Context: an optimization exercise on an open-source flow, tuned for small area. The choices shown serve that exercise and are no tape-out recipe. Where RTL was checked, it was by simulation tests only, not by an equivalence proof against the original. Only the layout flow was run in runs 1 and 2; the RTL was not checked for function there. Power is estimated from default activity; no workload was simulated.

==> flow/design.v <==
module adctest
(
	input         clk,
	input         reset,
	input         scandouble,
	input  [23:0] adc_value,
	input         range,
	output reg    ce_pix,
	output reg    HBlank,
	output reg    HSync,
	output reg    VBlank,
	output reg    VSync,
	output     [7:0] video_r,
	output     [7:0] video_g,
	output     [7:0] video_b
);
function [11:0] add12(input [11:0] a, input [11:0] b);
	integer i;
	reg c;
	begin
		c = 1'b0;
		for (i = 0; i < 12; i = i + 1) begin
			add12[i] = a[i] ^ b[i] ^ c;
			c = (a[i] & b[i]) | (a[i] & c) | (b[i] & c);
		end
	end
endfunction
function [9:0] inc10(input [9:0] a);
	integer i;
	reg c;
	begin
		c = 1'b1;
		for (i = 0; i < 10; i = i + 1) begin
			inc10[i] = a[i] ^ c;
			c = a[i] & c;
		end
	end
endfunction
function ge12(input [11:0] a, input [11:0] b);
	integer i;
	reg br;
	begin
		br = 1'b0;
		for (i = 0; i < 12; i = i + 1)
			br = (~a[i] & b[i]) | (~a[i] & br) | (b[i] & br);
		ge12 = ~br;
	end
endfunction
reg  [9:0] hc;
reg  [9:0] vc;
wire hc_end = (hc == 10'd637);
wire samp   = ce_pix & hc_end;				 
wire vc_end = (vc == (scandouble ? 10'd523 : 10'd261));
reg  [9:0] avg_l;
reg  [9:0] avg_r;
reg  [9:0] s0_l, s1_l, s0_r, s1_r;
reg  [1:0] s0lo_l, s0lo_r;
reg  [4:0] ph;
reg        pend;			 
reg        act;				 
reg        snp;				 
reg [19:0] ring_l, ring_r;
reg        cy_l, cy_r;
wire ph_last = (ph == 5'd19);
wire snap_now = act & snp & (ph == 5'd0);
wire restart = (vc == 10'd6) | (vc == 10'd268);		 
wire [11:0] smp_l = {s0_l, s0lo_l};
wire [11:0] smp_r = {s0_r, s0lo_r};
wire sb_l = (ph < 5'd12) & smp_l[ph[3:0]];
wire sb_r = (ph < 5'd12) & smp_r[ph[3:0]];
wire ra_l = ring_l[0] & ~(act & restart);
wire ra_r = ring_r[0] & ~(act & restart);
always @(posedge clk) begin
	if (reset) ce_pix <= 1'b0;
	else ce_pix <= scandouble | ~ce_pix;
	if (reset) begin
		hc <= 10'd0;
		vc <= 10'd0;
		s0_l <= 10'd0;
		s1_l <= 10'd0;
		s0_r <= 10'd0;
		s1_r <= 10'd0;
	end
	else if (ce_pix) begin
		if (hc_end) begin
			hc <= 10'd0;
			if (vc_end) vc <= 10'd0;
			else vc <= inc10(vc);
			s0_l <= adc_value[11:2];
			s1_l <= s0_l;
			s0_r <= adc_value[23:14];
			s1_r <= s0_r;
		end
		else hc <= inc10(hc);
	end
	if (samp) begin
		s0lo_l <= adc_value[1:0];
		s0lo_r <= adc_value[13:12];
	end
	if (reset) begin
		ph <= 5'd0;
		pend <= 1'b0;
		act <= 1'b0;
		snp <= 1'b0;
		cy_l <= 1'b0;
		cy_r <= 1'b0;
		avg_l <= 10'd0;
		avg_r <= 10'd0;
	end
	else begin
		ph <= ph_last ? 5'd0 : ph + 5'd1;
		if (samp) begin
			pend <= 1'b1;
			snp <= vc_end;
		end
		else begin
			if (ph_last) pend <= 1'b0;
			if (snap_now) snp <= 1'b0;
		end
		if (ph_last) act <= pend;
		cy_l <= act & ((ra_l & sb_l) | (ra_l & cy_l) | (sb_l & cy_l));
		cy_r <= act & ((ra_r & sb_r) | (ra_r & cy_r) | (sb_r & cy_r));
		if (snap_now) begin
			avg_l <= ring_l[19:10];
			avg_r <= ring_r[19:10];
		end
	end
	ring_l <= {act ? (ra_l ^ sb_l ^ cy_l) : ring_l[0], ring_l[19:1]};
	ring_r <= {act ? (ra_r ^ sb_r ^ cy_r) : ring_r[0], ring_r[19:1]};
end
reg le_set;
reg le_aud;
always @(posedge clk) begin
	if (reset) begin
		le_set <= 1'b0;
		le_aud <= 1'b0;
	end
	else if (hc == 10'd2) begin
		le_set <= 1'b1;
		le_aud <= range;
	end
end
wire [11:0] pb   = range ? ({2'b00, hc} + 12'd759) : ({hc, 2'b00} + 12'd391);
wire [11:0] xb_l = add12(pb, {2'b00, avg_l & {10{range}}});
wire [11:0] xb_r = add12(pb, {2'b00, avg_r & {10{range}}});
wire s_lt_l = ~ge12({2'b00, s0_l}, {2'b00, s1_l});
wire s_lt_r = ~ge12({2'b00, s0_r}, {2'b00, s1_r});
wire [9:0] mn_l = s_lt_l ? s0_l : s1_l;
wire [9:0] mx_l = s_lt_l ? s1_l : s0_l;
wire [9:0] mn_r = s_lt_r ? s0_r : s1_r;
wire [9:0] mx_r = s_lt_r ? s1_r : s0_r;
wire [9:0] mxo_l = mx_l | {8'd0, {2{~range}}};
wire [9:0] mxo_r = mx_r | {8'd0, {2{~range}}};
wire ge_l = ge12(xb_l, {2'b01, mn_l});
wire le_l = ge12({2'b01, mxo_l}, xb_l);
wire ge_r = ge12(xb_r, {2'b01, mn_r});
wire le_r = ge12({2'b01, mxo_r}, xb_r);
wire seg_ok   = range ? (hc >= 10'd106 && hc <= 10'd424) : (hc <= 10'd367);
wire seg_hi   = range ? (hc == 10'd424) : (hc == 10'd367);
wire seg_lo   = range & (hc == 10'd106);
wire draw_l = seg_ok & (seg_hi | ge_l) & (seg_lo | le_l);
wire draw_r = seg_ok & (seg_hi | ge_r) & (seg_lo | le_r);
wire mark_l = (pb[11:2] == {2'b01, avg_l[9:2]});
wire mark_r = (pb[11:2] == {2'b01, avg_r[9:2]});
wire [8:0] left_edge = le_set ? (le_aud ? 9'd106 : 9'd159) : 9'd0;
wire [8:0] limit     = le_set ? (le_aud ? 9'd318 : 9'd208) : 9'd0;
localparam [3:0] C_K  = 4'd0,		 
                 C_G3 = 4'd1,		 
                 C_G1 = 4'd2,		 
                 C_GR = 4'd3,		 
                 C_R7 = 4'd4,		 
                 C_W  = 4'd5,		 
                 C_RF = 4'd6,		 
                 C_RZ = 4'd7,		 
                 C_Y  = 4'd8;		 
reg [3:0] col;
reg [23:0] rgb;
always @* begin
	case (col)
		C_G3:    rgb = 24'h003F00;
		C_G1:    rgb = 24'h001F00;
		C_GR:    rgb = 24'h4F4F4F;
		C_R7:    rgb = 24'h7F0000;
		C_W:     rgb = 24'hBFBFBF;
		C_RF:    rgb = 24'hFF0000;
		C_RZ:    rgb = 24'h1F0000;
		C_Y:     rgb = 24'hFFFF00;
		default: rgb = 24'h000000;
	endcase
end
assign video_r = rgb[23:16];
assign video_g = rgb[15:8];
assign video_b = rgb[7:0];
always @(posedge clk) begin
	if (reset) begin
		HBlank <= 0;
		HSync <= 0;
		VBlank <= 0;
		VSync <= 0;
		col <= C_K;
	end
	else begin
	HBlank <= (hc >= 10'd529);
	HSync  <= (hc >= 10'd544) && (hc < 10'd590);
	if (hc == 544) begin
		if(vc == (scandouble ? 490 : 245)) VSync <= 1;
			else if (vc == (scandouble ? 496 : 248)) VSync <= 0;
		if(vc == (scandouble ? 480 : 240)) VBlank <= 1;
			else if (vc == 0) VBlank <= 0;
	end
	col <= C_K;
	if (range == 0) begin
		if ((hc == 222) || (hc == 285) || (hc == 348))
			col <= C_G3;
		if (vc[1] && ((hc == 190) || (hc == 253) || (hc == 316)))
			col <= C_G1;
		if (mark_l)
			col <= C_GR;
		if (mark_r)
			col <= C_R7;
	end
	else begin
		if (vc[1] && (hc == left_edge + (limit >> 1)))
			col <= C_G3;
		if ((hc >= 106 && hc <= 152) || (hc >= 378 && hc <= 424))
			col <= C_RZ;
	end
	if (draw_l)
		col <= C_W;
	if (draw_r)
		col <= C_RF;
	if ((hc == left_edge) || (hc == left_edge + limit))
		col <= C_Y;
	end
end
endmodule
==> flow/run.sh <==
#!/bin/bash
# synth_recipe.tcl (not shown) runs the flow's synth.tcl, then flattens the netlist and writes it again
# the make line also repeats each setting of config.mk as NAME=value (left out here)
make -C /OpenROAD-flow-scripts/flow DESIGN_CONFIG=/design/flow/config.mk WORK_HOME=/design/flow/orfs CLKGATE_MAP_FILE= SYNTH_SCRIPT=/design/flow/synth_recipe.tcl finish
==> flow/config.mk <==
export PLATFORM = sky130hd
export DESIGN_NAME = adctest
export DESIGN_NICKNAME = adctest
export VERILOG_FILES = /design/flow/design.v
export SDC_FILE = /design/flow/constraint.sdc
export NUM_CORES = 4
export LEC_CHECK = 0
export ABC_AREA = 1
export CAP_MARGIN = 20
export CORE_MARGIN = 2
export CORE_UTILIZATION = 45
export CTS_BUF_LIST = sky130_fd_sc_hd__clkbuf_8
export PLACE_DENSITY = 0.6
export SLEW_MARGIN = 20
==> flow/constraint.sdc <==
create_clock -name core_clock -period 10.0 [get_ports {clk}]
set_input_delay 2.0000 -clock core_clock [delete_from_list [all_inputs] [get_ports {clk}]]
set_output_delay 2.0000 -clock core_clock [all_outputs]
set_load 0.01 [all_outputs]
==> flow_summary.json, run 1 <==
{
  "power_density_nw_per_um2": 135,
  "worstHoldPathCells": 0,
  "yosys_warns": 1,
  "antenna-diode-count": 0,
  "post-route-period-util_pct": 74.4,
  "cts_hold_buf": 0,
  "synth_top_cell_by_area": "dfxtp_1",
  "drt_first_iter_violations": 557,
  "clkTransAtPathRegs_ns": 0.10,
  "final_skew_ns": 0.0191,
  "synth_top_area_share_pct": 32.5,
  "drt-vias-per-instance": 5.18,
  "worst_ep_arrival_time_ns": 7.82,
  "areaGrowthSynthToFinish_pct": 12.1,
  "synthesized_area_fraction_occupied_by_ao_oa_aoi_and_oai_cells_pct": 19.1,
  "ctsLongestPathBuffers": 2,
  "finalInstanceArea_um2": 9720,
  "synthesis.area_per_instance_um2": 6.95,
  "synth_top_flop_cell": "dfxtp_1",
  "ctsHtreeMaxLevel": 4,
  "synthesis.nets": 1328,
  "rsz_0062_raised_after_global_routing": "false",
  "crit_chain": "clkdlybuf4s50_1 > buf_4 > inv_1 > a21oi_1 > o21ai_0 > o21ai_0 > fa_1 > fa_1 > fa_1 > fa_1 > fa_1 > fa_1 > fa_1 > fa_1 > ha_1 > xnor2_1 > nor2_1 > a21boi_1 > nand2_1 > a21oi_1",
  "critPathLaunchType": "input pin",
  "grt_max_degree": 55,
  "post-route-drc-count": 0,
  "dr_total_vias": 8017,
  "grtUsageTotal_pct": 23.9,
  "area_of_the_core_um2": 18800,
  "critical_path.most_common_cell": "fa_1",
  "netSwitchingPower_mw": 0.418,
  "synthMuxAreaShare_pct": 0,
  "timing.setup.tns_ns": 0,
  "final_layout_size_suffix_gt1_share_pct": 4.89,
  "cp_max_fo": 39,
  "grt_first_pass_wirelength_mm": 38.6,
  "netlist_instances": 1249,
  "cp.buffers_inverters": 3,
  "clk-insertion-delay-late_ns": 0.45,
  "place_hpwl_mm": 17.3,
  "worstHoldStart": "ring_l[6]",
  "cts-buffers-inserted": 17,
  "final-max-slew-violation-count": 0,
  "report.final.setup_viol": 0,
  "critical-path-top-delay-family": "adder cells",
  "r2r-end": "col[2]",
  "timing.hold.worst_endpoint": "ring_l[5]",
  "place_congestion": 0.967,
  "most_frequently_used_cell_type_in_the_post_synthesis_netlist": "nand2_1",
  "post-cts-setup-buffer-count": 0,
  "io_pins": 57,
  "synth_top_cells_by_count": "nand2_1, inv_1, dfxtp_1, o21ai_0, nor2_1",
  "cpMaxStageDelayCell": "fa_1",
  "drt_pre_antenna_iters": 5,
  "r2r_slack_ns": 3.59,
  "place_inst": 1516,
  "final_period_minus_worst_setup_slack_ns": 7.44,
  "port-buffer-count": 56,
  "worstSetupEndpointType": "flop",
  "synth_sequential_area_ratio_pct": 33.9,
  "power_frac_comb_pct": 17.3,
  "finalNetCount": 1354,
  "floorplan.initialDensity_pct": 46.1,
  "timing.hold.worst.class": "flop to flop",
  "ys_ff_latch": 145,
  "yosys-top-cells-area": "dfxtp_1, nand2_1, inv_1",
  "fraction_of_registers_with_async_set_or_reset_after_synthesis_pct": 0,
  "net_switching_share_of_the_total_power_pct": 32.0,
  "die_width_um": 143,
  "timing.final.hold_violations": 0,
  "synth_simple_gate_area_share_pct": 22.9,
  "dominant_combinational_cell_family_by_area_after_synthesis": "simple AND/OR/NAND/NOR gates",
  "sum_of_overflow_across_all_layers_after_global_routing": 0,
  "total_leakage_power_nw": 4.29,
  "number_of_global_route_vias_before_repair": 7612,
  "synthXorXnorAreaFrac_pct": 1.92,
  "wl_per_cell_um": 15.0,
  "post_layout_nonfiller_instances": 1548,
  "worst_slew_margin_rel_pct": 45.6,
  "syn-cell-area_um2": 8670,
  "fmax_ghz": 0.134,
  "synth_edf_count": 4,
  "routed_wirelength_mm": 23.2,
  "r2r-start": "hc[0]",
  "max_cap_viol_count": 0,
  "pin_slew_with_the_least_headroom_to_its_limit_ns": 0.808,
  "placed_area_um2": 9310,
  "r2r.worst_path.cells": 20,
  "drt.antenna.violating_nets": 0,
  "outcome": "timing/DRC/antenna clean",
  "core.rowCount": 50,
  "clk_root_buffer_cell": "clkbuf_8",
  "post_cts_resize_count": 0,
  "clock_tree_from_tritoncts": "done",
  "power_report.internal_total_mw": 0.890,
  "fp.dieH_um": 143,
  "yosysUniqueCellTypes": 55,
  "timing.critical_path.required_ns": 10.38,
  "clock_power_share_pct": 36.5,
  "seq_power_share_pct": 46.2,
  "worstSetupPathType": "input pin to flop",
  "ir_drop_uv": 108,
  "post_synth_fa_ha_maj_area_fraction_pct": 9.09,
  "antenna_violations_before_repair": 2,
  "max_stage_delay_ns": 0.54,
  "fp.dieArea_um2": 20400,
  "clock_sink_count": 145
}
-- power by group through the flow --
stage | registers, mW | logic (mW) | clock network [mW]
5_1_grt | 0.606 | 0.255 | 0.514
3_3_place_gp | 0.618 | 0.226 | 0
2_1_floorplan | 0.606 | 0.156 | 0
4_1_cts | 0.604 | 0.227 | 0.489
3_5_place_dp | 0.618 | 0.225 | 0
6_report | 0.605 | 0.227 | 0.477
-- worst max path at each step --
| stage | end | depth (start not counted) | startpoint | slack [ns] |
|---|---|---|---|---|
| 2_1_floorplan | col[0] | 26 | range | 2.79 |
| 5_1_grt | col[2] | 22 | range | 2.16 |
| 6_report | col[2] | 20 | range | 2.56 |
| 3_3_place_gp | col[0] | 24 | range | 2.21 |
| 3_5_place_dp | col[0] | 21 | range | 2.05 |
| 4_1_cts | col[2] | 20 | range | 2.58 |
-- placed cells by master, fill, tap and decap left out, types with 3 or more instances in the layout --
cell type        netlist  routed
o21ai_1               19      19
clkinv_1               5       5
a211oi_1              10      10
buf_4                 13       6
a2111oi_0              3       3
inv_8                  0       4
nor4_1                 4       4
nand2_1              261     261
fa_1                  20      20
nand2_4                3       3
o31ai_1                4       4
a21boi_0               3       3
clkdlybuf4s50_1        0      56
a21oi_1               62      62
clkbuf_8               0      17
nand3_1               76      76
o21ai_2                3       3
edfxtp_1               4       4
nor2_1                89      89
xnor2_1                3       3
o211ai_1               5       5
a22o_1                 6       6
nand4_1               15      15
xor2_1                16      16
inv_2                  8       8
or2_2                  4       4
ha_1                  31      31
o21ai_0              106     106
o21a_1                 4       4
nor3_1                13      13
dfxtp_1              141     141
inv_1                209     209
inv_6                  0       4
o22ai_1               43      43
-- sequential cells by signal, indices dropped and copies added (netlist names), 4 cells and up --
name / flops
ring_l: 20
ring_r: 20
avg_l: 10
avg_r: 10
hc: 10
s0_l: 10
s0_r: 10
s1_l: 10
s1_r: 10
vc: 10
ph: 5
col: 4
-- metrics by stage --
step	utilization [%]	total power, mW	hold slack (ns)	setup WS [ns]
6_report	51.6	1.31	0.321	2.56
5_1_grt	51.6	1.37	0.336	2.16
4_1_cts	51.6	1.32	0.331	2.58
3_5_place_dp	49.4	0.843	0.312	2.05
3_3_place_gp	49.4	0.844	0.311	2.21
2_1_floorplan	-	0.762	0.310	2.79
-- layer usage --
metal  share of wire, %  routed length (um)  vias up  global-route usage (%)
met3                5.6                1300       29                    4.90
met5              0.052                  12        -                       0
met1                 46               10600     3683                    31.5
met4                1.7                 388        2                    6.31
li1                   -                   -     4110                       -
met2                 47               10900      193                    40.2
-- layout make-up --
cell class | instances | area [um2]
tap | 260 | 325
clock buffer | 17 | 234
inverter | 222 | 833
fill | 1909 | 9110
clock inverter | 15 | 173
sequential | 145 | 2940
timing repair buffer | 62 | 606
multi-input combinational | 827 | 4610
-- logic make-up (layout without fill, tap and decap cells) --
family,count (synthesis),in the layout
adder cells (fa/ha/maj),51,51
flip-flops,145,145
AO/OA/AOI/OAI,285,285
buffers and inverters,277,316
XOR/XNOR,19,19
AND/OR/NAND/NOR,472,472
==> run 2: changes to the inputs <==
--- a/flow/config.mk
+++ b/flow/config.mk
@@ -9,6 +9,6 @@
 export CAP_MARGIN = 20
 export CORE_MARGIN = 2
 export CORE_UTILIZATION = 45
-export CTS_BUF_LIST = sky130_fd_sc_hd__clkbuf_8
+export CTS_BUF_LIST = sky130_fd_sc_hd__clkbuf_4 sky130_fd_sc_hd__clkbuf_8
 export PLACE_DENSITY = 0.6
 export SLEW_MARGIN = 20
==> flow_summary.json, run 2 <==
{
  "final_layout_size_suffix_gt1_share_pct": 4.89,
  "biggestRegsByFlops": "ring_l: 20 flops, ring_r: 20 flops",
  "final-max-slew-violation-count": 0,
  "timing.hold.worst.class": "flop to flop",
  "cp_max_fo": 39,
  "synth_top_cells_by_count": "nand2_1, inv_1, dfxtp_1, o21ai_0, nor2_1",
  "number_of_global_route_vias_before_repair": 7612,
  "final_common_cell": "nand2_1",
  "post-cts-setup-buffer-count": 0,
  "post-route-period-util_pct": 74.4,
  "worstSetupEndpointType": "flop",
  "drt_first_iter_violations": 557,
  "antenna_violations_before_repair": 2,
  "netlist_instances": 1249,
  "ctsLongestPathBuffers": 2,
  "clk_root_buffer_cell": "clkbuf_8",
  "io_pins": 57,
  "yosysUniqueCellTypes": 55,
  "fp.dieArea_um2": 20400,
  "clk-insertion-delay-late_ns": 0.45,
  "dr_total_vias": 8017,
  "total_leakage_power_nw": 4.29,
  "ys_ff_latch": 145,
  "yosys-top-cells-area": "dfxtp_1, nand2_1, inv_1",
  "synth_edf_count": 4,
  "core.rowCount": 50,
  "fmax_ghz": 0.134,
  "ir_drop_uv": 108,
  "drt.antenna.violating_nets": 0,
  "worstSetupPathType": "input pin to flop",
  "clkTransAtPathRegs_ns": 0.10,
  "synth_top_area_share_pct": 32.5,
  "timing.final.hold_violations": 0,
  "antenna-diode-count": 0,
  "die_width_um": 143,
  "sum_of_overflow_across_all_layers_after_global_routing": 0,
  "synth_top_flop_cell": "dfxtp_1",
  "wl_per_cell_um": 15.0,
  "final_cell_mix": "nand2_1, inv_1, dfxtp_1, o21ai_0, nor2_1",
  "post_cts_resize_count": 0,
  "power_frac_comb_pct": 17.3,
  "seq_power_share_pct": 46.2,
  "fin_total_pwr_mw": 1.31,
  "floorplan.initialDensity_pct": 46.1,
  "place_congestion": 0.967,
  "drt-vias-per-instance": 5.18,
  "timing.setup.tns_ns": 0,
  "most_frequently_used_cell_type_in_the_post_synthesis_netlist": "nand2_1",
  "grt_max_degree": 55,
  "syn-cell-area_um2": 8670,
  "top_usage_layer": "met2",
  "clock_tree_from_tritoncts": "done",
  "areaGrowthSynthToFinish_pct": 12.1,
  "max_cap_viol_count": 0,
  "fraction_of_registers_with_async_set_or_reset_after_synthesis_pct": 0,
  "finalNetCount": 1354,
  "netSwitchingPower_mw": 0.418,
  "grtUsageTotal_pct": 23.9,
  "worst_ep_arrival_time_ns": 7.82,
  "ctsHtreeMaxLevel": 4,
  "fp.dieH_um": 143,
  "port-buffer-count": 56,
  "pin_slew_with_the_least_headroom_to_its_limit_ns": 0.808,
  "global_route.usage.met3_pct": 4.90,
  "cts_hold_buf": 0,
  "power_report.internal_total_mw": 0.890,
  "synthesis.area_per_instance_um2": 6.95,
  "grt_util_met1_pct": 31.5,
  "synth_sequential_area_ratio_pct": 33.9,
  "clock_power_share_pct": 36.5,
  "post-route-drc-count": 0,
  "report.final.setup_viol": 0,
  "synthesis.nets": 1328,
  "clock_sink_count": 145,
  "grt_first_pass_wirelength_mm": 38.6,
  "outcome": "timing/DRC/antenna clean",
  "drt_pre_antenna_iters": 5,
  "yosys_warns": 1,
  "routed_wirelength_mm": 23.2,
  "critPathLaunchType": "input pin",
  "synth_top_cell_by_area": "dfxtp_1",
  "area_of_the_core_um2": 18800,
  "final_skew_ns": 0.0191,
  "net_switching_share_of_the_total_power_pct": 32.0,
  "timing.critical_path.required_ns": 10.38,
  "place_hpwl_mm": 17.3,
  "cts-buffers-inserted": 17,
  "final_period_minus_worst_setup_slack_ns": 7.44,
  "power_density_nw_per_um2": 135,
  "met2_usage_pct": 40.2,
  "rsz_0062_raised_after_global_routing": "false",
  "worst_slew_margin_rel_pct": 45.6
}
## run 2: power by group through the flow
stage / clock network [mW] / logic [mW] / registers (mW)
final: 0.477 / 0.227 / 0.605
after global placement: 0 / 0.226 / 0.618
after floorplan: 0 / 0.156 / 0.606
after detailed placement: 0 / 0.225 / 0.618
after CTS: 0.489 / 0.227 / 0.604
after global routing: 0.514 / 0.255 / 0.606
## run 2: final cells by class
type                            instances  area, um2
Clock buffer                           17        234
Clock inverter                         15        173
Fill cell                            1909       9110
Inverter                              222        833
Multi-Input combinational cell        827       4610
Sequential cell                       145       2940
Tap cell                              260        325
Timing Repair Buffer                   62        606
## run 2: worst paths after layout
kind	from	end	slack [ns]	depth (start not counted)
min reg2reg	ring_l[6]	ring_l[5]	0.32	0
max reg2reg	hc[0]	col[2]	3.59	20
min	ring_l[6]	ring_l[5]	0.32	0
max	range	col[2]	2.56	20
## run 2: cell families after synthesis
kind of cell / Yosys count / synth area share [%]
fa+ha+maj: 51 / 9.09
buf+inv: 277 / 13.1
flops: 145 / 33.9
simple gates: 472 / 22.9
xor+xnor: 19 / 1.92
compound gates: 285 / 19.1
## run 2: per-layer routing
metal	wire, um	part of all wire, %
met5	12	0.052
met3	1300	5.6
met2	10900	47
met1	10600	46
met4	388	1.7
## run 2: stage by stage
step / instance area [um2] / hold slack [ns] / instances / setup WS (ns) / utilization (%)
after detailed placement: 9310 / 0.312 / 1516 / 2.05 / 49.4
after CTS: 9710 / 0.331 / 1548 / 2.58 / 51.6
final: 9720 / 0.321 / 1548 / 2.56 / 51.6
after floorplan: 8670 / 0.310 / 1249 / 2.79 / -
after global routing: 9720 / 0.336 / 1548 / 2.16 / 51.6
after global placement: 9310 / 0.311 / 1516 / 2.21 / 49.4
## run 2: worst max-delay path: stages
cell and delay, ns:
clkdlybuf4s50_1 0.39, buf_4 0.25, inv_1 0.38, a21oi_1 0.06, o21ai_0 0.13, o21ai_0 0.36, fa_1 0.54, fa_1 0.40
fa_1 0.41, fa_1 0.39, fa_1 0.40, fa_1 0.39, fa_1 0.40, fa_1 0.39, ha_1 0.21, xnor2_1 0.20
nor2_1 0.07, a21boi_1 0.16, nand2_1 0.11, a21oi_1 0.14
==> run 3: changes to the inputs <==
--- a/flow/design.v
+++ b/flow/design.v
@@ -143,18 +143,12 @@
 wire [11:0] pb   = range ? ({2'b00, hc} + 12'd759) : ({hc, 2'b00} + 12'd391);
 wire [11:0] xb_l = add12(pb, {2'b00, avg_l & {10{range}}});
 wire [11:0] xb_r = add12(pb, {2'b00, avg_r & {10{range}}});
-wire s_lt_l = ~ge12({2'b00, s0_l}, {2'b00, s1_l});
-wire s_lt_r = ~ge12({2'b00, s0_r}, {2'b00, s1_r});
-wire [9:0] mn_l = s_lt_l ? s0_l : s1_l;
-wire [9:0] mx_l = s_lt_l ? s1_l : s0_l;
-wire [9:0] mn_r = s_lt_r ? s0_r : s1_r;
-wire [9:0] mx_r = s_lt_r ? s1_r : s0_r;
-wire [9:0] mxo_l = mx_l | {8'd0, {2{~range}}};
-wire [9:0] mxo_r = mx_r | {8'd0, {2{~range}}};
-wire ge_l = ge12(xb_l, {2'b01, mn_l});
-wire le_l = ge12({2'b01, mxo_l}, xb_l);
-wire ge_r = ge12(xb_r, {2'b01, mn_r});
-wire le_r = ge12({2'b01, mxo_r}, xb_r);
+wire [11:0] xl_l = {xb_l[11:2], xb_l[1:0] & {2{range}}};
+wire [11:0] xl_r = {xb_r[11:2], xb_r[1:0] & {2{range}}};
+wire ge_l = ge12(xb_l, {2'b01, s0_l}) | ge12(xb_l, {2'b01, s1_l});
+wire le_l = ge12({2'b01, s0_l}, xl_l) | ge12({2'b01, s1_l}, xl_l);
+wire ge_r = ge12(xb_r, {2'b01, s0_r}) | ge12(xb_r, {2'b01, s1_r});
+wire le_r = ge12({2'b01, s0_r}, xl_r) | ge12({2'b01, s1_r}, xl_r);
 wire seg_ok   = range ? (hc >= 10'd106 && hc <= 10'd424) : (hc <= 10'd367);
 wire seg_hi   = range ? (hc == 10'd424) : (hc == 10'd367);
 wire seg_lo   = range & (hc == 10'd106);
--- a/flow/config.mk
+++ b/flow/config.mk
@@ -9,6 +9,8 @@
 export CAP_MARGIN = 20
 export CORE_MARGIN = 2
 export CORE_UTILIZATION = 45
-export CTS_BUF_LIST = sky130_fd_sc_hd__clkbuf_4 sky130_fd_sc_hd__clkbuf_8
+export CTS_BUF_LIST = sky130_fd_sc_hd__clkbuf_8
+export CTS_CLUSTER_DIAMETER = 80
+export CTS_CLUSTER_SIZE = 30
 export PLACE_DENSITY = 0.6
 export SLEW_MARGIN = 20
==> flow_summary.json, run 3 <==
{
  "netSwitchingPower_mw": 0.419,
  "ctsLongestPathBuffers": 2,
  "clkTransAtPathRegs_ns": 0.08,
  "r2r-end": "col[1]",
  "most_frequently_used_cell_type_in_the_post_synthesis_netlist": "nand2_1",
  "place_hpwl_mm": 17.2,
  "netlist_instances": 1199,
  "final_skew_ns": 0.0114,
  "final-max-slew-violation-count": 0,
  "timing.setup.tns_ns": 0,
  "finalNetCount": 1303,
  "worstHoldPathCells": 0,
  "synth_edf_count": 4,
  "io_pins": 57,
  "wl_per_cell_um": 15.9,
  "outcome": "timing/DRC/antenna clean",
  "route.met3.wl_mm": 1.07,
  "synth_top_flop_cell": "dfxtp_1",
  "sum_of_overflow_across_all_layers_after_global_routing": 0,
  "synthesis.nets": 1276,
  "report.final.setup_viol": 0,
  "antenna_violations_before_repair": 0,
  "timing.hold.worst_endpoint": "ring_r[0]",
  "areaGrowthSynthToFinish_pct": 12.1,
  "cpMaxStageDelayCell": "buf_2",
  "rsz_0062_raised_after_global_routing": "false",
  "clock_power_share_pct": 35.8,
  "post-cts-setup-buffer-count": 0,
  "worst_ep_arrival_time_ns": 7.32,
  "worst_slew_margin_rel_pct": 37.6,
  "cts-buffers-inserted": 17,
  "fp.dieArea_um2": 19600,
  "drt.antenna.violating_nets": 0,
  "final_layout_size_suffix_gt1_share_pct": 5.74,
  "synth_top_area_share_pct": 33.8,
  "biggestRegsByFlops": "ring_l: 20 flops, ring_r: 20 flops",
  "crit_chain": "buf_2 > o21a_1 > inv_1 > fa_1 > fa_1 > fa_1 > fa_1 > fa_1 > fa_1 > fa_1 > fa_1 > nor2_1 > nor2_1 > nand2_1 > nand2_1 > nand2_1 > nand2_1 > a21oi_1 > nand2_1 > nand2_1 > a21oi_1",
  "worstHoldStart": "ring_r[1]",
  "ys_ff_latch": 145,
  "routed-wl-met2_mm": 10.5,
  "fp.dieH_um": 140,
  "timing.critical_path.required_ns": 10.35,
  "routed_wirelength_mm": 23.3,
  "number_of_global_route_vias_before_repair": 7347,
  "clk_root_buffer_cell": "clkbuf_8",
  "worstSetupPathType": "input pin to flop",
  "synthesis.area_per_instance_um2": 6.96,
  "worstSetupEndpointType": "flop",
  "post-route-period-util_pct": 69.7,
  "timing.hold.worst.class": "flop to flop",
  "power_frac_comb_pct": 19.0,
  "grtUsageTotal_pct": 24.1,
  "post_cts_resize_count": 0,
  "yosys_warns": 1,
  "drt_pre_antenna_iters": 21,
  "topRoutingLayerUsed": "met4",
  "r2r.worst_path.cells": 25,
  "antenna-diode-count": 0,
  "max_cap_viol_count": 0,
  "pin_slew_with_the_least_headroom_to_its_limit_ns": 0.936,
  "drt-vias-per-instance": 5.26,
  "total_leakage_power_nw": 4.06,
  "place_congestion": 0.995,
  "timing.final.hold_violations": 0,
  "met1_length_mm": 11.0,
  "clk-insertion-delay-late_ns": 0.46,
  "drt_first_iter_violations": 583,
  "fin_total_pwr_mw": 1.34,
  "ctsHtreeMaxLevel": 4,
  "post-route-drc-count": 0,
  "r2r_slack_ns": 3.99,
  "clock_tree_from_tritoncts": "done",
  "die_width_um": 140,
  "max_stage_delay_ns": 0.70,
  "r2r-start": "hc[0]",
  "cp_max_fo": 48,
  "net_switching_share_of_the_total_power_pct": 31.3,
  "area_of_the_core_um2": 18100,
  "cts_hold_buf": 0,
  "dr_total_vias": 7712,
  "power_report.internal_total_mw": 0.920,
  "core.rowCount": 49,
  "yosys-top-cells-area": "dfxtp_1, nand2_1, inv_1",
  "critPathLaunchType": "input pin",
  "final_period_minus_worst_setup_slack_ns": 6.97,
  "final_util_pct": 51.7,
  "ir_drop_uv": 97.3,
  "clock_sink_count": 145,
  "fmax_ghz": 0.143,
  "final_cell_mix": "nand2_1, inv_1, dfxtp_1, nor2_1, nand3_1",
  "fraction_of_registers_with_async_set_or_reset_after_synthesis_pct": 0,
  "port-buffer-count": 56,
  "syn-cell-area_um2": 8340,
  "seq_power_share_pct": 45.1,
  "critical_path.most_common_cell": "fa_1",
  "floorplan.initialDensity_pct": 46.1,
  "power_density_nw_per_um2": 143,
  "grt_max_degree": 73,
  "yosysUniqueCellTypes": 48,
  "synth_top_cells_by_count": "nand2_1, inv_1, dfxtp_1, nor2_1, nand3_1",
  "synth_sequential_area_ratio_pct": 35.3,
  "synth_top_cell_by_area": "dfxtp_1",
  "grt_first_pass_wirelength_mm": 37.5,
  "final_common_cell": "nand2_1"
}
[run 3: layout make-up]
type | instances | area (um2)
repair buffers | 62 | 601
inverters | 170 | 638
multi-input cells | 830 | 4480
clock inverters | 13 | 153
flip-flops and latches | 145 | 2940
fillers | 1826 | 8730
well taps | 229 | 287
clock buffers | 18 | 248
[run 3: kinds of logic (layout without fill, tap and decap cells)]
| kind of cell | after synthesis | in the layout | share of synthesized area (%) |
|---|---|---|---|
| AND/OR/NAND/NOR | 543 | 543 | 27.6 |
| buffers and inverters | 224 | 263 | 11.0 |
| AO/OA/AOI/OAI | 212 | 212 | 14.4 |
| flip-flops | 145 | 145 | 35.3 |
| adder cells (fa/ha/maj) | 49 | 49 | 8.97 |
| XOR/XNOR | 26 | 26 | 2.73 |
[run 3: worst max path at each step]
stage | cells after the start | slack [ns] | start | endpoint
3_5_place_dp | 22 | 2.59 | range | col[2]
4_1_cts | 22 | 3.09 | range | col[2]
3_3_place_gp | 22 | 2.71 | range | col[2]
6_report | 21 | 3.03 | range | col[1]
2_1_floorplan | 27 | 2.89 | range | col[2]
5_1_grt | 24 | 2.67 | range | col[2]
[run 3: layer usage]
| metal | GRT usage [%] | vias to the layer above |
|---|---|---|
| li1 | - | 3928 |
| met1 | 32.3 | 3557 |
| met2 | 38.9 | 187 |
| met3 | 4.00 | 40 |
| met4 | 9.30 | 0 |
| met5 | 0 | - |
[run 3: metrics by stage]
stage	area, um2	hold WS [ns]	worst slack [ns]	std cells
after floorplan	8340	0.310	2.89	1199
after global placement	8950	0.311	2.71	1436
after detailed placement	8950	0.313	2.59	1436
after CTS	9350	0.335	3.09	1467
after global routing	9350	0.339	2.67	1467
final	9350	0.332	3.03	1467
[run 3: critical path: cells and delay by family]
| kind | cells | cell delay, ns |
|---|---|---|
| adder cells (fa/ha/maj) | 8 | 3.31 |
| AO/OA/AOI/OAI | 3 | 0.48 |
| buffers and inverters | 2 | 0.82 |
| AND/OR/NAND/NOR | 8 | 0.66 |
[run 3: power by group through the flow]
stage | clock, mW | combinational, mW | sequential, mW
2_1_floorplan | 0 | 0.178 | 0.606
3_3_place_gp | 0 | 0.252 | 0.618
3_5_place_dp | 0 | 0.251 | 0.617
4_1_cts | 0.491 | 0.254 | 0.604
5_1_grt | 0.515 | 0.282 | 0.606
6_report | 0.480 | 0.255 | 0.604
==> run 4: changes to the inputs <==
--- a/flow/config.mk
+++ b/flow/config.mk
@@ -10,7 +10,5 @@
 export CORE_MARGIN = 2
 export CORE_UTILIZATION = 45
 export CTS_BUF_LIST = sky130_fd_sc_hd__clkbuf_8
-export CTS_CLUSTER_DIAMETER = 80
-export CTS_CLUSTER_SIZE = 30
 export PLACE_DENSITY = 0.6
 export SLEW_MARGIN = 20
==> flow_summary.json, run 4 <==
{
  "placed_area_um2": 8950,
  "cts_hold_buf": 0,
  "fp.dieArea_um2": 19600,
  "post_layout_nonfiller_instances": 1467,
  "cpMaxStageDelayCell": "buf_2",
  "finalNetCount": 1303,
  "timing.setup.tns_ns": 0,
  "synth_top_cells_by_count": "nand2_1, inv_1, dfxtp_1, nor2_1, nand3_1",
  "crit_chain": "buf_2 > o21a_1 > inv_1 > fa_1 > fa_1 > fa_1 > fa_1 > fa_1 > fa_1 > fa_1 > fa_1 > nor2_1 > nor2_1 > nand2_1 > nand2_1 > nand2_1 > nand2_1 > a21oi_1 > nand2_1 > nand2_1 > a21oi_1",
  "post-route-drc-count": 0,
  "synthesis.nets": 1276,
  "final_layout_size_suffix_gt1_share_pct": 5.74,
  "syn-cell-area_um2": 8340,
  "sum_of_overflow_across_all_layers_after_global_routing": 0,
  "io_pins": 57,
  "die_width_um": 140,
  "grt_first_pass_wirelength_mm": 37.5,
  "timing.final.hold_violations": 0,
  "worst_ep_arrival_time_ns": 7.32,
  "timing.hold.worst.class": "flop to flop",
  "timing.critical_path.depth": 21,
  "synth_sequential_area_ratio_pct": 35.3,
  "worstHoldPathCells": 0,
  "synth_top_cell_by_area": "dfxtp_1",
  "area_of_the_core_um2": 18100,
  "final-max-slew-violation-count": 0,
  "antenna_violations_before_repair": 0,
  "ir_drop_uv": 97.3,
  "post-route-period-util_pct": 69.7,
  "synthesis.area_per_instance_um2": 6.96,
  "drt-vias-per-instance": 5.26,
  "yosysUniqueCellTypes": 48,
  "place_hpwl_mm": 17.2,
  "clk-insertion-delay-late_ns": 0.46,
  "met1_length_mm": 11.0,
  "floorplan.initialDensity_pct": 46.1,
  "total_leakage_power_nw": 4.06,
  "drt.antenna.violating_nets": 0,
  "yosys-top-cells-area": "dfxtp_1, nand2_1, inv_1",
  "power_density_nw_per_um2": 143,
  "max_stage_delay_ns": 0.70,
  "yosys_warns": 1,
  "drt_first_iter_violations": 583,
  "fraction_of_registers_with_async_set_or_reset_after_synthesis_pct": 0,
  "most_frequently_used_cell_type_in_the_post_synthesis_netlist": "nand2_1",
  "n_fill_cell": 1826,
  "worst_slew_margin_rel_pct": 37.6,
  "areaGrowthSynthToFinish_pct": 12.1,
  "critical-path-top-delay-family": "adder cells",
  "final_common_cell": "nand2_1",
  "wl_per_cell_um": 15.9,
  "timing.critical_path.required_ns": 10.35,
  "fp.dieH_um": 140,
  "grtUsageTotal_pct": 24.1,
  "ctsLongestPathBuffers": 2,
  "rsz_0062_raised_after_global_routing": "false",
  "pin_slew_with_the_least_headroom_to_its_limit_ns": 0.936,
  "final_period_minus_worst_setup_slack_ns": 6.97,
  "cp.buffers_inverters": 2,
  "holdWs_ns": 0.332,
  "ys_ff_latch": 145,
  "critical_path.most_common_cell": "fa_1",
  "post_cts_resize_count": 0,
  "synth_edf_count": 4,
  "grt_max_degree": 73,
  "clock_sink_count": 145,
  "routed-wl-met2_mm": 10.5,
  "antenna-diode-count": 0,
  "clock_tree_from_tritoncts": "done",
  "number_of_global_route_vias_before_repair": 7347,
  "synth_top_area_share_pct": 33.8,
  "routed_wirelength_mm": 23.3,
  "drt_pre_antenna_iters": 21,
  "r2r.worst_path.cells": 25,
  "worstSetupPathType": "input pin to flop",
  "route.met3.wl_mm": 1.07,
  "netlist_instances": 1199,
  "worstSetupEndpointType": "flop",
  "final_skew_ns": 0.0114,
  "max_cap_viol_count": 0,
  "clk_root_buffer_cell": "clkbuf_8",
  "clkTransAtPathRegs_ns": 0.08,
  "synth_top_flop_cell": "dfxtp_1",
  "report.final.setup_viol": 0,
  "critPathLaunchType": "input pin",
  "cts-buffers-inserted": 17,
  "dr_total_vias": 7712,
  "place_congestion": 0.995,
  "post-cts-setup-buffer-count": 0,
  "final_cell_mix": "nand2_1, inv_1, dfxtp_1, nor2_1, nand3_1",
  "fmax_ghz": 0.143,
  "topRoutingLayerUsed": "met4",
  "port-buffer-count": 56,
  "core.rowCount": 49,
  "finalInstanceArea_um2": 9350,
  "ctsHtreeMaxLevel": 4,
  "biggestRegsByFlops": "ring_l: 20 flops, ring_r: 20 flops",
  "outcome": "timing/DRC/antenna clean",
  "place_inst": 1436,
  "cp_max_fo": 48
}
-- run 4: where the power goes --
part           switching [mW]  internal (mW)  leakage [nW]
logic                   0.153          0.102          2.68
clock network           0.247          0.233         0.203
registers              0.0182          0.586          1.17
-- run 4: through the flow --
step                      util (%)  total power [mW]  worst slack [ns]
final                         51.7              1.34              3.03
after global routing          51.7              1.40              2.67
after CTS                     51.7              1.35              3.09
after detailed placement      49.5             0.869              2.59
after global placement        49.5             0.870              2.71
after floorplan                  -             0.784              2.89
-- run 4: layout make-up --
class	instances	area (um2)	area share, %
flip-flops and latches	145	2940	31.5
multi-input cells	830	4480	47.9
clock inverters	13	153	1.63
well taps	229	287	3.06
inverters	170	638	6.82
clock buffers	18	248	2.65
repair buffers	62	601	6.42
-- run 4: worst register-to-register path: cells and delay by family (launching register included) --
| kind | cells | cell delay, ns |
|---|---|---|
| compound gates | 3 | 0.39 |
| simple gates | 11 | 0.92 |
| buf+inv | 2 | 0.31 |
| flops | 1 | 0.65 |
| fa+ha+maj | 9 | 3.61 |
-- run 4: cell families (layout without fill, tap and decap cells) --
| family | Yosys count | in the layout | synth area share, % |
|---|---|---|---|
| XOR/XNOR | 26 | 26 | 2.73 |
| AND/OR/NAND/NOR | 543 | 543 | 27.6 |
| buffers and inverters | 224 | 263 | 11.0 |
| adder cells (fa/ha/maj) | 49 | 49 | 8.97 |
| AO/OA/AOI/OAI | 212 | 212 | 14.4 |
| flip-flops | 145 | 145 | 35.3 |
-- run 4: path summary, 6_finish.rpt --
check | from | endpoint | slack [ns]
max | range | col[1] | 3.03
min | ring_r[1] | ring_r[0] | 0.33
max reg2reg | hc[0] | col[1] | 3.99
min reg2reg | ring_r[1] | ring_r[0] | 0.33
-- run 4: layer usage --
layer	vias up	global-route usage, %
met5	-	0
li1	3928	-
met1	3557	32.3
met2	187	38.9
met3	40	4.00
met4	0	9.30
==> run 5: changes to the inputs <==
==> flow/flow/run.sh (new file) <==
#!/bin/bash
# Own layout flow: the standard ORFS flow (standard.sh), unchanged except for
#  - the port buffers, which are the smallest buffer (buf_1) instead of the resizer's pick;
#  - clock tree synthesis without dummy loads, from clkbuf_4/clkbuf_8.
# Every tool's full output goes to own_flow.log in the work folder.
set -euo pipefail
W=$PWD
cp config.mk own_config.mk
cat >> own_config.mk <<'EOC'
export BUFFER_PORTS_ARGS = -buffer_cell sky130_fd_sc_hd__buf_1
export CTS_ARGS = -sink_clustering_enable -repair_clock_nets -dont_use_dummy_load -buf_list {sky130_fd_sc_hd__clkbuf_4 sky130_fd_sc_hd__clkbuf_8} -sink_clustering_buffer sky130_fd_sc_hd__clkbuf_4 -root_buf sky130_fd_sc_hd__clkbuf_8 -tree_buf sky130_fd_sc_hd__clkbuf_8
EOC
sed "s#DESIGN_CONFIG=[^ ]*#DESIGN_CONFIG=$W/own_config.mk#" standard.sh > own_standard.sh
bash own_standard.sh finish > own_flow.log 2>&1
==> flow/standard.sh (new file) <==
#!/bin/bash
# synth_recipe.tcl (not shown) runs the flow's synth.tcl, then flattens the netlist and writes it again
# the make line also repeats each setting of config.mk as NAME=value (left out here)
make -C /OpenROAD-flow-scripts/flow DESIGN_CONFIG=/design/flow/config.mk WORK_HOME=/design/flow/orfs CLKGATE_MAP_FILE= SYNTH_SCRIPT=/design/flow/synth_recipe.tcl "${@:-finish}"
removed: flow/run.sh
==> flow_summary.json, run 5 <==
{
  "drt-vias-per-instance": 5.28,
  "synth_edf_count": 4,
  "ir_drop_uv": 81.9,
  "ctsLongestPathBuffers": 2,
  "worstSetupEndpointType": "flop",
  "fp.dieH_um": 140,
  "power_frac_comb_pct": 18.9,
  "placed_area_um2": 8610,
  "floorplan.initialDensity_pct": 46.1,
  "cp_max_fo": 36,
  "biggestRegsByFlops": "ring_l: 20 flops, ring_r: 20 flops",
  "core.rowCount": 49,
  "synth_top_cells_by_count": "nand2_1, inv_1, dfxtp_1, nor2_1, nand3_1",
  "clock_power_share_pct": 29.6,
  "place_congestion": 0.980,
  "yosysUniqueCellTypes": 48,
  "fraction_of_registers_with_async_set_or_reset_after_synthesis_pct": 0,
  "worst_ep_arrival_time_ns": 6.84,
  "areaGrowthSynthToFinish_pct": 6.09,
  "finalInstanceArea_um2": 8850,
  "grt_first_pass_wirelength_mm": 37.5,
  "cts-buffers-inserted": 17,
  "n_fill_cell": 1867,
  "rsz_0062_raised_after_global_routing": "false",
  "power_density_nw_per_um2": 133,
  "worst_slew_margin_rel_pct": 36.7,
  "drt.antenna.violating_nets": 0,
  "final_period_minus_worst_setup_slack_ns": 6.50,
  "netlist_instances": 1199,
  "synth_sequential_area_ratio_pct": 35.3,
  "net_switching_share_of_the_total_power_pct": 31.3,
  "fmax_ghz": 0.154,
  "yosys_warns": 1,
  "yosys-top-cells-area": "dfxtp_1, nand2_1, inv_1",
  "final_common_cell": "nand2_1",
  "clkTransAtPathRegs_ns": 0.08,
  "syn-cell-area_um2": 8340,
  "place_hpwl_mm": 17.2,
  "port-buffer-count": 56,
  "io_pins": 57,
  "antenna-diode-count": 0,
  "timing.critical_path.required_ns": 10.34,
  "synth_top_flop_cell": "dfxtp_1",
  "die_width_um": 140,
  "area_of_the_core_um2": 18100,
  "total_leakage_power_nw": 3.84,
  "drt_pre_antenna_iters": 27,
  "fp.dieArea_um2": 19600,
  "cts_hold_buf": 0,
  "power_report.internal_total_mw": 0.807,
  "sum_of_overflow_across_all_layers_after_global_routing": 0,
  "routed_wirelength_mm": 22.9,
  "post-cts-setup-buffer-count": 0,
  "drt_first_iter_violations": 539,
  "dr_total_vias": 7677,
  "timing.final.hold_violations": 0,
  "final_layout_size_suffix_gt1_share_pct": 4.82,
  "grtUsageTotal_pct": 24.2,
  "grt_max_degree": 73,
  "number_of_global_route_vias_before_repair": 7182,
  "timing.hold.worst.class": "flop to flop",
  "post_cts_resize_count": 0,
  "ctsHtreeMaxLevel": 4,
  "max_cap_viol_count": 0,
  "most_frequently_used_cell_type_in_the_post_synthesis_netlist": "nand2_1",
  "synthesis.nets": 1276,
  "pin_slew_with_the_least_headroom_to_its_limit_ns": 0.941,
  "worstSetupPathType": "input pin to flop",
  "seq_power_share_pct": 51.5,
  "clock_tree_from_tritoncts": "done",
  "antenna_violations_before_repair": 0,
  "critPathLaunchType": "input pin",
  "post-route-drc-count": 0,
  "post-route-period-util_pct": 65.0,
  "netSwitchingPower_mw": 0.367,
  "clk-insertion-delay-late_ns": 0.46,
  "report.final.setup_viol": 0,
  "finalNetCount": 1304,
  "wl_per_cell_um": 15.8,
  "final_cell_mix": "nand2_1, inv_1, dfxtp_1, nor2_1, nand3_1",
  "synth_top_area_share_pct": 33.8,
  "synth_top_cell_by_area": "dfxtp_1",
  "ys_ff_latch": 145,
  "clk_root_buffer_cell": "clkbuf_8",
  "final-max-slew-violation-count": 0,
  "timing.setup.tns_ns": 0,
  "outcome": "timing/DRC/antenna clean",
  "clock_sink_count": 145,
  "final_skew_ns": 0.0300,
  "synthesis.area_per_instance_um2": 6.96
}
-- run 5: cell counts after synthesis --
No cell type changed its count.
-- run 5: through the flow --
step                power (mW)  setup WS [ns]  std cells  hold WS [ns]  utilization, %
finish                    1.17           3.50       1454         0.332            48.9
global route              1.23           3.20       1454         0.345            48.9
CTS                       1.18           3.55       1454         0.333            48.9
detailed placement       0.837           3.09       1437         0.312            47.6
global placement         0.838           3.22       1437         0.312            47.6
floorplan                0.784           2.89       1199         0.310               -
-- run 5: final timing paths --
path | from | end | slack (ns) | cells after the start
min reg2reg | ring_r[6] | ring_r[5] | 0.33 | 0
min | ring_r[6] | ring_r[5] | 0.33 | 0
max | range | col[2] | 3.50 | 23
max reg2reg | hc[0] | col[2] | 4.07 | 26
-- run 5: critical path, stage by stage --
cell,delay [ns]
clkbuf_2,0.25
buf_4,0.44
nand3_1,0.17
o21ai_2,0.12
inv_2,0.10
fa_1,0.46
fa_1,0.40
fa_1,0.39
fa_1,0.39
fa_1,0.39
fa_1,0.39
fa_1,0.57
nor2_1,0.08
nor2_1,0.10
nand2_1,0.05
nand2_1,0.05
nand2_1,0.05
nand2_1,0.05
a21oi_1,0.05
nand2_1,0.12
nand3_1,0.09
nand2_1,0.06
inv_1,0.04
-- run 5: cell families after synthesis --
logic type	count (synthesis)	share of synthesized area, %
fa+ha+maj	49	8.97
flops	145	35.3
compound gates	212	14.4
buf+inv	224	11.0
simple gates	543	27.6
xor+xnor	26	2.73
-- run 5: power groups by stage --
stage	sequential [mW]	combinational, mW	clock, mW
2_1_floorplan	0.606	0.178	0
3_5_place_dp	0.618	0.220	0
3_3_place_gp	0.618	0.219	0
4_1_cts	0.605	0.221	0.355
5_1_grt	0.606	0.250	0.377
6_report	0.605	0.222	0.347
-- run 5: final cells by class --
cell class	count	area, um2	share of cell area, %
tap	229	287	3.24
sequential	145	2940	33.3
multi-input combinational	830	4480	50.7
timing repair buffer	63	264	2.98
clock buffer	17	234	2.64
inverter	170	638	7.21
-- run 5: metal layers --
metal / part of all wire, % / global-route usage, % / vias to the layer above
met1: 47 / 32.0 / 3521
met2: 46 / 39.6 / 195
met4: 2.9 / 9.09 / 0
met5: 0 / 0 / -
met3: 3.9 / 4.17 / 32
li1: - / - / 3929
==> run 6: changes to the inputs <==
--- a/flow/flow/run.sh
+++ b/flow/flow/run.sh
@@ -8,7 +8,7 @@
 cp config.mk own_config.mk
 cat >> own_config.mk <<'EOC'
 export BUFFER_PORTS_ARGS = -buffer_cell sky130_fd_sc_hd__buf_1
-export CTS_ARGS = -sink_clustering_enable -repair_clock_nets -dont_use_dummy_load -buf_list {sky130_fd_sc_hd__clkbuf_4 sky130_fd_sc_hd__clkbuf_8} -sink_clustering_buffer sky130_fd_sc_hd__clkbuf_4 -root_buf sky130_fd_sc_hd__clkbuf_8 -tree_buf sky130_fd_sc_hd__clkbuf_8
+export CTS_ARGS = -sink_clustering_enable -repair_clock_nets -dont_use_dummy_load -buf_list {sky130_fd_sc_hd__clkbuf_4 sky130_fd_sc_hd__clkbuf_8}
 EOC
 sed "s#DESIGN_CONFIG=[^ ]*#DESIGN_CONFIG=$W/own_config.mk#" standard.sh > own_standard.sh
 bash own_standard.sh finish > own_flow.log 2>&1
==> flow_summary.json, run 6 <==
{
  "post_layout_nonfiller_instances": 1454,
  "final_skew_ns": 0.0300,
  "grtUsageTotal_pct": 24.2,
  "worst_setup_path_startpoint": "range",
  "finalNetCount": 1304,
  "worstHoldStart": "ring_r[6]",
  "synth_top_area_share_pct": 33.8,
  "routed_wirelength_mm": 22.9,
  "post-route-period-util_pct": 65.0,
  "fraction_of_registers_with_async_set_or_reset_after_synthesis_pct": 0,
  "route.met3.wl_um": 895,
  "drt.antenna.violating_nets": 0,
  "syn-cell-area_um2": 8340,
  "wl_per_cell_um": 15.8,
  "final_period_minus_worst_setup_slack_ns": 6.50,
  "yosysUniqueCellTypes": 48,
  "synth_sequential_area_ratio_pct": 35.3,
  "grt_first_pass_wirelength_mm": 37.5,
  "antenna_violations_before_repair": 0,
  "final_common_cell": "nand2_1",
  "worstSetupPathType": "input pin to flop",
  "most_frequently_used_cell_type_in_the_post_synthesis_netlist": "nand2_1",
  "r2r.worst_path.cells": 26,
  "final-max-slew-violation-count": 0,
  "worstSetupEndpointType": "flop",
  "cpMaxStageDelayCell": "fa_1",
  "timing.setup.tns_ns": 0,
  "biggestRegsByFlops": "ring_l: 20 flops, ring_r: 20 flops",
  "place_inst": 1437,
  "worst_ep_arrival_time_ns": 6.84,
  "grt_max_degree": 73,
  "drt-vias-per-instance": 5.28,
  "total_leakage_power_nw": 3.84,
  "area_of_the_core_um2": 18100,
  "r2r-start": "hc[0]",
  "report.final.setup_viol": 0,
  "place_hpwl_mm": 17.2,
  "final_util_pct": 48.9,
  "clk_root_buffer_cell": "clkbuf_8",
  "yosys_warns": 1,
  "ctsLongestPathBuffers": 2,
  "clkTransAtPathRegs_ns": 0.08,
  "critical-path-top-delay-family": "adder cells",
  "power_density_nw_per_um2": 133,
  "timing.final.hold_violations": 0,
  "floorplan.initialDensity_pct": 46.1,
  "cts-buffers-inserted": 17,
  "number_of_global_route_vias_before_repair": 7182,
  "cts_hold_buf": 0,
  "antenna-diode-count": 0,
  "critical_path.most_common_cell": "fa_1",
  "post-cts-setup-buffer-count": 0,
  "cp.buffers_inverters": 4,
  "synth_top_cell_by_area": "dfxtp_1",
  "areaGrowthSynthToFinish_pct": 6.09,
  "r2r_slack_ns": 4.07,
  "pin_slew_with_the_least_headroom_to_its_limit_ns": 0.941,
  "synthesis.area_per_instance_um2": 6.96,
  "post_cts_resize_count": 0,
  "fp.dieH_um": 140,
  "synth_top_flop_cell": "dfxtp_1",
  "core.rowCount": 49,
  "synth_edf_count": 4,
  "crit_end": "col[2]",
  "die_width_um": 140,
  "worst_slew_margin_rel_pct": 36.7,
  "post-route-drc-count": 0,
  "worstHoldPathCells": 0,
  "max_cap_viol_count": 0,
  "clock_tree_from_tritoncts": "done",
  "synth_top_cells_by_count": "nand2_1, inv_1, dfxtp_1, nor2_1, nand3_1",
  "yosys-top-cells-area": "dfxtp_1, nand2_1, inv_1",
  "final_cell_mix": "nand2_1, inv_1, dfxtp_1, nor2_1, nand3_1",
  "fmax_ghz": 0.154,
  "r2r-end": "col[2]",
  "crit_chain": "clkbuf_2 > buf_4 > nand3_1 > o21ai_2 > inv_2 > fa_1 > fa_1 > fa_1 > fa_1 > fa_1 > fa_1 > fa_1 > nor2_1 > nor2_1 > nand2_1 > nand2_1 > nand2_1 > nand2_1 > a21oi_1 > nand2_1 > nand3_1 > nand2_1 > inv_1",
  "timing.critical_path.depth": 23,
  "final_layout_size_suffix_gt1_share_pct": 4.82,
  "port-buffer-count": 56,
  "routed-wl-met2_mm": 10.5,
  "clock_sink_count": 145,
  "synthesis.nets": 1276,
  "place_congestion": 0.980,
  "ir_drop_uv": 81.9,
  "rsz_0062_raised_after_global_routing": "false",
  "dr_total_vias": 7677,
  "outcome": "timing/DRC/antenna clean",
  "fp.dieArea_um2": 19600,
  "fin_total_pwr_mw": 1.17,
  "ys_ff_latch": 145,
  "timing.hold.worst.class": "flop to flop",
  "drt_pre_antenna_iters": 27,
  "sum_of_overflow_across_all_layers_after_global_routing": 0,
  "netlist_instances": 1199,
  "timing.critical_path.required_ns": 10.34,
  "clk-insertion-delay-late_ns": 0.46,
  "ctsHtreeMaxLevel": 4,
  "max_stage_delay_ns": 0.57,
  "topRoutingLayerUsed": "met4",
  "cp_max_fo": 36,
  "met1_length_mm": 10.9,
  "drt_first_iter_violations": 539,
  "io_pins": 57,
  "critPathLaunchType": "input pin"
}
==> run 6: cell counts in the layout (fill, tap and decap cells not counted) <==
Identical to the previous run, type by type.
==> run 6: worst min-delay path by stage <==
stage	slack, ns	to
6_report	0.33	ring_r[5]
5_1_grt	0.35	ring_r[5]
4_1_cts	0.33	ring_r[3]
3_5_place_dp	0.31	ring_r[5]
3_3_place_gp	0.31	ring_l[7]
2_1_floorplan	0.31	ring_l[0]
==> run 6: cell families (layout without fill, tap and decap cells) <==
| kind of cell | count (synthesis) | after routing | share of synthesized area [%] |
|---|---|---|---|
| AO/OA/AOI/OAI | 212 | 212 | 14.4 |
| flip-flops | 145 | 145 | 35.3 |
| XOR/XNOR | 26 | 26 | 2.73 |
| adder cells (fa/ha/maj) | 49 | 49 | 8.97 |
| AND/OR/NAND/NOR | 543 | 543 | 27.6 |
| buffers and inverters | 224 | 250 | 11.0 |
==> run 6: per-stage QoR <==
stage | instance area [um2] | setup slack, ns | hold WS [ns]
floorplan | 8340 | 2.89 | 0.310
global route | 8850 | 3.20 | 0.345
finish | 8850 | 3.50 | 0.332
detailed placement | 8610 | 3.09 | 0.312
CTS | 8850 | 3.55 | 0.333
global placement | 8610 | 3.22 | 0.312
==> run 6: metal layers <==
metal	global-route usage, %	up-vias
met3	4.17	32
li1	-	3929
met5	0	-
met1	32.0	3521
met4	9.09	0
met2	39.6	195
==> run 6: report_power, final <==
group          total, mW  internal, mW  switching (mW)
sequential         0.605         0.587          0.0184
combinational      0.222        0.0707           0.151
clock              0.347         0.150           0.198
==> run 6: layout make-up <==
type / instances / area, um2
clock buffer: 17 / 234
fill: 1867 / 9240
inverter: 170 / 638
multi-input combinational: 830 / 4480
sequential: 145 / 2940
tap: 229 / 287
timing repair buffer: 63 / 264
==> run 6: worst register-to-register path: stages, from the launching register on <==
cell and delay [ns]:
dfxtp_1 0.62, inv_2 0.18, ha_1 0.30, nand2_1 0.08, nand2_1 0.09, nand2_1 0.07
o21a_1 0.19, inv_1 0.12, fa_1 0.45, fa_1 0.41, fa_1 0.40, fa_1 0.39
fa_1 0.39, fa_1 0.39, fa_1 0.39, fa_1 0.57, nor2_1 0.08, nor2_1 0.10
nand2_1 0.05, nand2_1 0.05, nand2_1 0.05, nand2_1 0.05, a21oi_1 0.05, nand2_1 0.12
nand3_1 0.09, nand2_1 0.06, inv_1 0.04
==> run 7: changes to the inputs <==
--- a/flow/design.v
+++ b/flow/design.v
@@ -46,6 +46,11 @@
 		ge12 = ~br;
 	end
 endfunction
+function ge10(input [9:0] a, input [9:0] b);
+	begin
+		ge10 = ge12({2'b00, a}, {2'b00, b});
+	end
+endfunction
 reg  [9:0] hc;
 reg  [9:0] vc;
 wire hc_end = (hc == 10'd637);
@@ -62,12 +67,13 @@
 reg [19:0] ring_l, ring_r;
 reg        cy_l, cy_r;
 wire ph_last = (ph == 5'd19);
+wire [9:0] ph_inc = inc10({5'd0, ph});
 wire snap_now = act & snp & (ph == 5'd0);
 wire restart = (vc == 10'd6) | (vc == 10'd268);		 
 wire [11:0] smp_l = {s0_l, s0lo_l};
 wire [11:0] smp_r = {s0_r, s0lo_r};
-wire sb_l = (ph < 5'd12) & smp_l[ph[3:0]];
-wire sb_r = (ph < 5'd12) & smp_r[ph[3:0]];
+wire sb_l = ~ge10({5'd0, ph}, 10'd12) & smp_l[ph[3:0]];
+wire sb_r = ~ge10({5'd0, ph}, 10'd12) & smp_r[ph[3:0]];
 wire ra_l = ring_l[0] & ~(act & restart);
 wire ra_r = ring_r[0] & ~(act & restart);
 always @(posedge clk) begin
@@ -108,7 +114,7 @@
 		avg_r <= 10'd0;
 	end
 	else begin
-		ph <= ph_last ? 5'd0 : ph + 5'd1;
+		ph <= ph_last ? 5'd0 : ph_inc[4:0];
 		if (samp) begin
 			pend <= 1'b1;
 			snp <= vc_end;
@@ -140,7 +146,7 @@
 		le_aud <= range;
 	end
 end
-wire [11:0] pb   = range ? ({2'b00, hc} + 12'd759) : ({hc, 2'b00} + 12'd391);
+wire [11:0] pb   = range ? add12({2'b00, hc}, 12'd759) : add12({hc, 2'b00}, 12'd391);
 wire [11:0] xb_l = add12(pb, {2'b00, avg_l & {10{range}}});
 wire [11:0] xb_r = add12(pb, {2'b00, avg_r & {10{range}}});
 wire [11:0] xl_l = {xb_l[11:2], xb_l[1:0] & {2{range}}};
@@ -149,15 +155,15 @@
 wire le_l = ge12({2'b01, s0_l}, xl_l) | ge12({2'b01, s1_l}, xl_l);
 wire ge_r = ge12(xb_r, {2'b01, s0_r}) | ge12(xb_r, {2'b01, s1_r});
 wire le_r = ge12({2'b01, s0_r}, xl_r) | ge12({2'b01, s1_r}, xl_r);
-wire seg_ok   = range ? (hc >= 10'd106 && hc <= 10'd424) : (hc <= 10'd367);
+wire seg_ok   = range ? (ge10(hc, 10'd106) & ge10(10'd424, hc)) : ge10(10'd367, hc);
 wire seg_hi   = range ? (hc == 10'd424) : (hc == 10'd367);
 wire seg_lo   = range & (hc == 10'd106);
 wire draw_l = seg_ok & (seg_hi | ge_l) & (seg_lo | le_l);
 wire draw_r = seg_ok & (seg_hi | ge_r) & (seg_lo | le_r);
 wire mark_l = (pb[11:2] == {2'b01, avg_l[9:2]});
 wire mark_r = (pb[11:2] == {2'b01, avg_r[9:2]});
-wire [8:0] left_edge = le_set ? (le_aud ? 9'd106 : 9'd159) : 9'd0;
-wire [8:0] limit     = le_set ? (le_aud ? 9'd318 : 9'd208) : 9'd0;
+wire yel = le_set ? (le_aud ? (hc == 10'd106) | (hc == 10'd424) : (hc == 10'd159) | (hc == 10'd367)) : (hc == 10'd0);
+wire mid = le_set ? (le_aud ? (hc == 10'd265) : (hc == 10'd263)) : (hc == 10'd0);
 localparam [3:0] C_K  = 4'd0,		 
                  C_G3 = 4'd1,		 
                  C_G1 = 4'd2,		 
@@ -194,8 +200,8 @@
 		col <= C_K;
 	end
 	else begin
-	HBlank <= (hc >= 10'd529);
-	HSync  <= (hc >= 10'd544) && (hc < 10'd590);
+	HBlank <= ge10(hc, 10'd529);
+	HSync  <= ge10(hc, 10'd544) & ~ge10(hc, 10'd590);
 	if (hc == 544) begin
 		if(vc == (scandouble ? 490 : 245)) VSync <= 1;
 			else if (vc == (scandouble ? 496 : 248)) VSync <= 0;
@@ -214,16 +220,16 @@
 			col <= C_R7;
 	end
 	else begin
-		if (vc[1] && (hc == left_edge + (limit >> 1)))
+		if (vc[1] && mid)
 			col <= C_G3;
-		if ((hc >= 106 && hc <= 152) || (hc >= 378 && hc <= 424))
+		if ((ge10(hc, 10'd106) & ge10(10'd152, hc)) | (ge10(hc, 10'd378) & ge10(10'd424, hc)))
 			col <= C_RZ;
 	end
 	if (draw_l)
 		col <= C_W;
 	if (draw_r)
 		col <= C_RF;
-	if ((hc == left_edge) || (hc == left_edge + limit))
+	if (yel)
 		col <= C_Y;
 	end
 end
--- a/flow/config.mk
+++ b/flow/config.mk
@@ -8,7 +8,7 @@
 export ABC_AREA = 1
 export CAP_MARGIN = 20
 export CORE_MARGIN = 2
-export CORE_UTILIZATION = 45
+export CORE_UTILIZATION = 70
 export CTS_BUF_LIST = sky130_fd_sc_hd__clkbuf_8
-export PLACE_DENSITY = 0.6
+export PLACE_DENSITY = 0.8
 export SLEW_MARGIN = 20
==> flow_summary.json, run 7 <==
{
  "cts_hold_buf": 0,
  "clk_root_buffer_cell": "clkbuf_8",
  "rsz_0062_raised_after_global_routing": "false",
  "drt.antenna.violating_nets": 0,
  "post-route-period-util_pct": 70.4,
  "finalNetCount": 1233,
  "worstHoldStart": "ring_l[14]",
  "ctsLongestPathBuffers": 2,
  "max_cap_viol_count": 0,
  "max_stage_delay_ns": 0.67,
  "place_congestion": 1.02,
  "timing.setup.tns_ns": 0,
  "worstSetupEndpointType": "flop",
  "place_hpwl_mm": 14.5,
  "final_layout_size_suffix_gt1_share_pct": 2.90,
  "clock_sink_count": 145,
  "synth_top_area_share_pct": 35.5,
  "post-cts-setup-buffer-count": 0,
  "yosysUniqueCellTypes": 47,
  "clk-insertion-delay-late_ns": 0.46,
  "syn-cell-area_um2": 7940,
  "final-max-slew-violation-count": 0,
  "outcome": "timing/DRC/antenna clean",
  "power_density_nw_per_um2": 134,
  "total_leakage_power_nw": 3.62,
  "grt_first_pass_wirelength_mm": 31.7,
  "ir_drop_uv": 167,
  "yosys-top-cells-area": "dfxtp_1, nand2_1, inv_1",
  "r2r.worst_path.cells": 24,
  "synth_top_cells_by_count": "nand2_1, inv_1, dfxtp_1, nor2_1, o21ai_0",
  "core.rowCount": 38,
  "antenna-diode-count": 0,
  "clkTransAtPathRegs_ns": 0.09,
  "final_common_cell": "nand2_1",
  "ys_ff_latch": 145,
  "final_skew_ns": 0.0354,
  "timing.hold.worst.class": "flop to flop",
  "drt_first_iter_violations": 894,
  "timing.critical_path.required_ns": 10.33,
  "grtUsageTotal_pct": 32.1,
  "clock_tree_from_tritoncts": "done",
  "fraction_of_registers_with_async_set_or_reset_after_synthesis_pct": 0,
  "drt-vias-per-instance": 5.66,
  "floorplan.initialDensity_pct": 72.6,
  "synth_top_flop_cell": "dfxtp_1",
  "antenna_violations_before_repair": 0,
  "post-route-drc-count": 0,
  "ctsHtreeMaxLevel": 4,
  "fp.dieH_um": 111,
  "timing.final.hold_violations": 0,
  "worstHoldPathCells": 0,
  "synth_sequential_area_ratio_pct": 37.0,
  "r2r_slack_ns": 4.10,
  "r2r-end": "col[2]",
  "sum_of_overflow_across_all_layers_after_global_routing": 0,
  "netlist_instances": 1103,
  "worstSetupPathType": "input pin to flop",
  "biggestRegsByFlops": "ring_l: 20 flops, ring_r: 20 flops",
  "synthesis.nets": 1195,
  "port-buffer-count": 56,
  "r2r-start": "hc[0]",
  "areaGrowthSynthToFinish_pct": 5.31,
  "fin_total_pwr_mw": 1.12,
  "critical-path-top-delay-family": "adder cells",
  "cp_max_fo": 51,
  "dr_total_vias": 7244,
  "cts-buffers-inserted": 17,
  "drt_pre_antenna_iters": 5,
  "number_of_global_route_vias_before_repair": 6658,
  "report.final.setup_viol": 0,
  "final_period_minus_worst_setup_slack_ns": 7.04
}
## run 7: per-layer routing
layer	wire [um]	global-route usage (%)	vias up	share of wire (%)
li1	-	-	3622	-
met1	8580	42.9	3295	44
met2	8810	50.8	284	45
met3	1520	7.19	43	7.8
met4	493	12.4	0	2.5
met5	0	0	-	0
## run 7: cell type report
| cell class | instances | area (um2) |
|---|---|---|
| timing repair buffer | 60 | 241 |
| clock buffer | 17 | 234 |
| fill | 891 | 2570 |
| inverter | 167 | 627 |
| multi-input combinational | 750 | 4150 |
| sequential | 145 | 2940 |
| tap | 140 | 175 |
## run 7: worst max-delay path by stage
stage                      from  endpoint  slack, ns  cells after the start
final                     range    col[2]       2.96                     24
after floorplan           range    col[1]       3.12                     27
after detailed placement  range    col[2]       2.59                     24
after global placement    range    col[1]       2.67                     25
after global routing      range    col[2]       2.63                     27
after CTS                 range    col[2]       3.04                     24
## run 7: where the power goes
| part | switching [mW] | leakage [nW] | total (mW) | internal [mW] |
|---|---|---|---|---|
| Sequential | 0.0126 | 1.17 | 0.599 | 0.586 |
| Clock | 0.183 | 0.122 | 0.333 | 0.149 |
| Combinational | 0.128 | 2.32 | 0.188 | 0.0604 |
## run 7: worst register-to-register path, delay by kind of cell (launching register included)
family | cells | cell delay (ns)
buffers and inverters | 2 | 0.26
AND/OR/NAND/NOR | 10 | 0.77
adder cells (fa/ha/maj) | 10 | 4.05
flip-flops | 1 | 0.45
AO/OA/AOI/OAI | 2 | 0.27
## run 7: cells by family (layout without fill, tap and decap cells)
family / after synthesis / after routing / share of synthesized area, %
flops: 145 / 145 / 37.0
buf+inv: 208 / 244 / 10.8
fa+ha+maj: 64 / 64 / 11.8
xor+xnor: 14 / 14 / 1.54
compound gates: 204 / 204 / 14.5
simple gates: 468 / 468 / 24.4
## run 7: metrics by stage
stage / setup WS, ns / instance area (um2) / util [%] / std cells / hold slack [ns]
finish: 2.96 / 8370 / 76.5 / 1279 / 0.329
global route: 2.63 / 8370 / 76.5 / 1279 / 0.339
CTS: 3.04 / 8370 / 76.5 / 1279 / 0.329
detailed placement: 2.59 / 8130 / 74.4 / 1262 / 0.315
global placement: 2.67 / 8130 / 74.4 / 1262 / 0.311
floorplan: 3.12 / 7940 / - / 1103 / 0.310
